This is an optimization exercise on Yosys and OpenROAD, whose aim is small area, not a production implementation.
No activity file was given, so power comes from the tool's default toggle rates.

## cpu
module cpu(out, in, clk, reset);
input  [7:0] in;
input        clk, reset;
output [7:0] out;
reg [7:0] out;
reg [7:0] reg_a, reg_b, reg_c;
reg [7:0] m0, m1, m2, m3, m4, m5, m6, m7;
reg [7:0] m8, m9, m10, m11, m12, m13, m14, m15;
reg [3:0] op;       
reg [3:0] n;        
reg       skip;     
reg       ldc;      
reg       outm;     
wire exec = ~skip & ~ldc & ~outm;
wire op_in  = exec & ((op == 4'h6) | (op == 4'h7) | (op == 4'h8));
wire op_a   = exec & ((op == 4'h6) | (op == 4'hd));
wire op_b   = exec & ((op == 4'h7) | (op == 4'he));
wire op_w   = exec & ((op == 4'h8) | (op == 4'h9));
wire op_alu = exec & ~op[3] & ~(op[2] & op[1]);
wire op_ld  = exec & (op == 4'ha);
wire op_om  = exec & (op == 4'hc);
wire op_oc  = exec & (op == 4'hb);
wire [7:0] bus = (op[3] & (op[0] | op[1])) ? reg_c : in;
reg  [7:0] x, y;
reg        cin;
always @* begin
	x = reg_a; y = reg_b; cin = 1'b0;
	case (op[2:0])
	3'b000: begin y = reg_b;  cin = 1'b0; end
	3'b001: begin y = ~reg_b; cin = 1'b1; end
	3'b010: begin y = 8'h00;  cin = 1'b1; end
	3'b011: begin y = 8'hff;  cin = 1'b0; end
	3'b100: begin y = reg_b;  cin = 1'b1; end
	default: begin x = ~reg_a; y = 8'h00; cin = 1'b1; end
	endcase
end
wire [7:0] alu = x + y + {7'b0, cin};
wire [15:0] dec = 16'h0001 << n;
wire [7:0] rd = ({8{dec[0]}}  & m0)  | ({8{dec[1]}}  & m1)  | ({8{dec[2]}}  & m2)  | ({8{dec[3]}}  & m3)
              | ({8{dec[4]}}  & m4)  | ({8{dec[5]}}  & m5)  | ({8{dec[6]}}  & m6)  | ({8{dec[7]}}  & m7)
              | ({8{dec[8]}}  & m8)  | ({8{dec[9]}}  & m9)  | ({8{dec[10]}} & m10) | ({8{dec[11]}} & m11)
              | ({8{dec[12]}} & m12) | ({8{dec[13]}} & m13) | ({8{dec[14]}} & m14) | ({8{dec[15]}} & m15);
wire wr = op_w & ~reset;
always @(posedge clk) begin
	if (wr & dec[0]) m0  <= bus;
  ...
Settings: LEC_CHECK=0, CAP_MARGIN=0, CORE_MARGIN=2, CORE_UTILIZATION=40, GPL_TIMING_DRIVEN=0, SLEW_MARGIN=0; clock period 5.0 ns.
standard.sh (not shown) runs the stock make flow with config.mk's settings and CLKGATE_MAP_FILE= SYNTH_SCRIPT=/design/flow/synth_recipe.tcl, a recipe that flattens the netlist after the stock synthesis.
==> flow/flow/run.sh <==
#!/bin/bash
# Own layout flow: the standard flow (standard.sh) with
#  - the standard synthesis script, except that ABC maps the logic with an
#    area-oriented script (flow/area.abc); registers are untouched by ABC,
#  - single-size buffers on the ports,
#  - a smaller clock tree.
set -euo pipefail
here=$(pwd)
{
  echo 'proc abc {args} {'
  echo '  set i [lsearch -exact $args -script]'
  echo "  if { \$i >= 0 } { lset args [expr {\$i + 1}] $here/flow/area.abc }"
  echo '  yosys abc {*}$args'
  echo '}'
  cat synth_recipe.tcl
} > own_synth.tcl
CTS="-sink_clustering_enable -repair_clock_nets -dont_use_dummy_load -buf_list sky130_fd_sc_hd__clkbuf_8 -sink_clustering_size 50 -sink_clustering_max_diameter 100"
bash standard.sh "SYNTH_SCRIPT=$here/own_synth.tcl" \
  "BUFFER_PORTS_ARGS=-buffer_cell sky130_fd_sc_hd__buf_1" \
  "CTS_ARGS=$CTS" finish > standard.log 2>&1
==> flow/flow/area.abc <==
strash
ifraig
scorr
dc2
strash
dch -f
amap
topo
Edit:
--- a/flow/config.mk
+++ b/flow/config.mk
@@ -8 +8 @@
-export CAP_MARGIN = 0
+export CAP_MARGIN = 20
@@ -11,2 +11 @@
-export GPL_TIMING_DRIVEN = 0
-export SLEW_MARGIN = 0
+export SLEW_MARGIN = 20
- worst hold slack improves by 4.5 ps
- sequential share of layout area went up by 0.58 points
- setup slack improves by 200 ps
- core utilization went down by 0.41 points
- via count went up by 0.98%
- power went down by 0.66%
Function was not checked in any run of this note: the RTL went through the layout flow alone.

== build 64 ==
Another version of the RTL of cpu (not shown whole).
Size: roughly 460 cells after synthesis, roughly 170 flip-flops, roughly 18 I/O pins, roughly 6600 sq um of cells after synthesis.
Settings: LEC_CHECK=0, CAP_MARGIN=0, CORE_MARGIN=2, CORE_UTILIZATION=60, GPL_TIMING_DRIVEN=0, SLEW_MARGIN=0; clock period 5.0 ns.
==> flow/flow/run.sh <==
#!/bin/bash
# Own layout flow: the standard flow (standard.sh) with
#  - the standard synthesis script, except that ABC maps the logic with an
#    area-oriented script (flow/area.abc); ABC does not touch the registers,
#  - single-size buffers on the ports,
#  - a clock tree of mid-size buffers without dummy loads.
# All tool output goes to standard.log here and ORFS's logs under orfs/logs.
set -euo pipefail
here=$(pwd)
{
  echo 'proc abc {args} {'
  echo '  set i [lsearch -exact $args -script]'
  echo "  if { \$i >= 0 } { lset args [expr {\$i + 1}] $here/flow/area.abc }"
  echo '  yosys abc {*}$args'
  echo '}'
  cat synth_recipe.tcl
} > own_synth.tcl
CTS="-sink_clustering_enable -repair_clock_nets -dont_use_dummy_load -buf_list sky130_fd_sc_hd__clkbuf_8"
bash standard.sh "SYNTH_SCRIPT=$here/own_synth.tcl" \
  "BUFFER_PORTS_ARGS=-buffer_cell sky130_fd_sc_hd__buf_1" \
  "CTS_ARGS=$CTS" finish > standard.log 2>&1
Scripts as last shown in full above: flow/flow/area.abc
Build 64: all stages complete, timing, DRC and antenna checks passed
--- input diff build 64..build 47 ---
Settings: changing SLEW_MARGIN from 0 to 20; changing CAP_MARGIN from 0 to 20.
--- a/flow/flow/area.abc
+++ b/flow/flow/area.abc
@@ -8,0 +9,4 @@
+stime -c
+buffer -c
+upsize -c
+dnsize -c
### Flow results
Diff build 47 and build 64: synthesized cell count lower in build 64
Build 64 has lower critical path depth than build 47.
| number of cells traversed by the worst hold path | lower: build 47 |
For build 23, these inputs were changed with respect to build 47:
==> flow/flow/area.abc <==
strash
ifraig
scorr
dc2
strash
dch -f
amap
topo
- Build 23 against build 47: cell internal power dissipation has decreased, overall routing resource usage has increased, detailed placement HPWL has remained practically unchanged.
- Build 47 and build 23 ended up with roughly the same timing-limited maximum frequency.
- Of the two values seen for worst-path cell with the longest stage delay, sky130_fd_sc_hd__fa_1 was produced by build 23 and sky130_fd_sc_hd__fa_2 by build 47.
- Build 47 | stages: all done | timing, DRC, antenna: all pass
- No stage failed in build 23, and the final checks on the layout all came back clean.
- Of build 47 and build 23, the run reporting the lower number of cells on the critical path was build 23.
Inputs modified between build 23 and build 93:
Settings: changing CORE_UTILIZATION from 60 to 40; changing SLEW_MARGIN from 20 to 0; changing CAP_MARGIN from 20 to 0.
==> comparison <==
Compared build 93 vs build 23, and multi-input gate share of total cell area is down in build 93.
Diff build 23 -> build 93: overall power after layout saw a decrease, final worst-path cycle share increased by 0.20 points relative to the old numbers, final critical path time including I/O delays and setup now sits higher, via density per instance went down 0.80, met2 routed wirelength went up about 7%.
Maximum frequency delta (build 23 -> build 93): insignificant
Compared with build 23, build 93 improves via count.
Worst reg-to-reg setup slack: build 93 vs build 23, no meaningful difference
Summed area of non-filler cells in the final layout: build 93 vs build 23 up 100 sq um
For build 93, the launch point of the critical path was op[1], unlike build 23, where it was op[2].
No run of this note included a check of the RTL's function; only the layout flow was run.

cpu, a different RTL version from the one above (not shown whole).
Size in the first run: roughly 650 cells after synthesis, about 170 flip-flops, ~18 I/O pins, ~6400 um2 of cells after synthesis.
==> flow/config.mk <==
export PLATFORM = sky130hd
export DESIGN_NAME = cpu
export DESIGN_NICKNAME = cpu
export VERILOG_FILES = /design/flow/design.v
export SDC_FILE = /design/flow/constraint.sdc
export NUM_CORES = 4
export LEC_CHECK = 0
export CAP_MARGIN = 20
export CORE_MARGIN = 2
export CORE_UTILIZATION = 40
export SLEW_MARGIN = 20
==> flow/constraint.sdc <==
create_clock -name core_clock -period 5.0 [get_ports {clk}]
set_input_delay 1.0000 -clock core_clock [delete_from_list [all_inputs] [get_ports {clk}]]
set_output_delay 1.0000 -clock core_clock [all_outputs]
set_load 0.01 [all_outputs]
==> flow/flow/area.abc <==
strash
&get -n
&st
&dch
&nf -R 1000
&put
topo
Scripts as last shown in full above: flow/flow/run.sh
Next try:
==> flow/flow/area.abc (replaced) <==
strash
ifraig
scorr
dc2
strash
dch -f
amap
topo
After rerunning: The new run completed without violations; count of clock-buffer cells in the layout does not change; design area grows by 0.71%; routed wire length grows by 15%; global-route usage grows by 2.9 points; via count grows by 8.3%; total power grows by 2.4%; worst hold slack is better by 15 ps; utilization grows by 0.16 points.
No run of this note included a check of the RTL's function; only the layout flow was run.

static timing again, ports no longer ideal:
How much do the figures lean on ideal ports? The routed layouts below were timed once more, with nothing changed but the port constraints. Step 1: set_driving_cell puts a clkbuf_16 on clk and a buf_2 on each other input, an assumption about the parent block. Step 2 times the ports against the registers' clock, not the clock port: input delays grow and output delays shrink by t, the midpoint of the rising clock arrivals with the driver on. a / b / c = ideal ports / drivers / drivers and shift; a / b = the first two.
run	t (ns)	setup slack, ns	hold WS [ns]
the first run of note 1	0.484	1.129 / 1.129 / 1.129	0.460 / 0.460 / 0.460
the second run of note 1	0.469	1.332 / 1.331 / 1.331	0.465 / 0.465 / 0.465
build 64	0.487	0.199 / 0.199 / 0.199	0.484 / 0.484 / 0.484
build 47	0.476	0.221 / 0.221 / 0.221	0.475 / 0.475 / 0.475
build 23	0.494	0.214 / 0.214 / 0.214	0.482 / 0.482 / 0.482
build 93	0.477	0.204 / 0.204 / 0.204	0.465 / 0.465 / 0.465
the first run of note 3	0.477	0.338 / 0.338 / 0.338	0.436 / 0.436 / 0.436
the second run of note 3	0.514	0.237 / 0.237 / 0.237	0.451 / 0.451 / 0.451
After both steps every run listed still meets setup and hold. The setup slack of the second run of note 1, which loses most, moves by -0.001 ns with the drivers and by -0.001 ns with both steps.
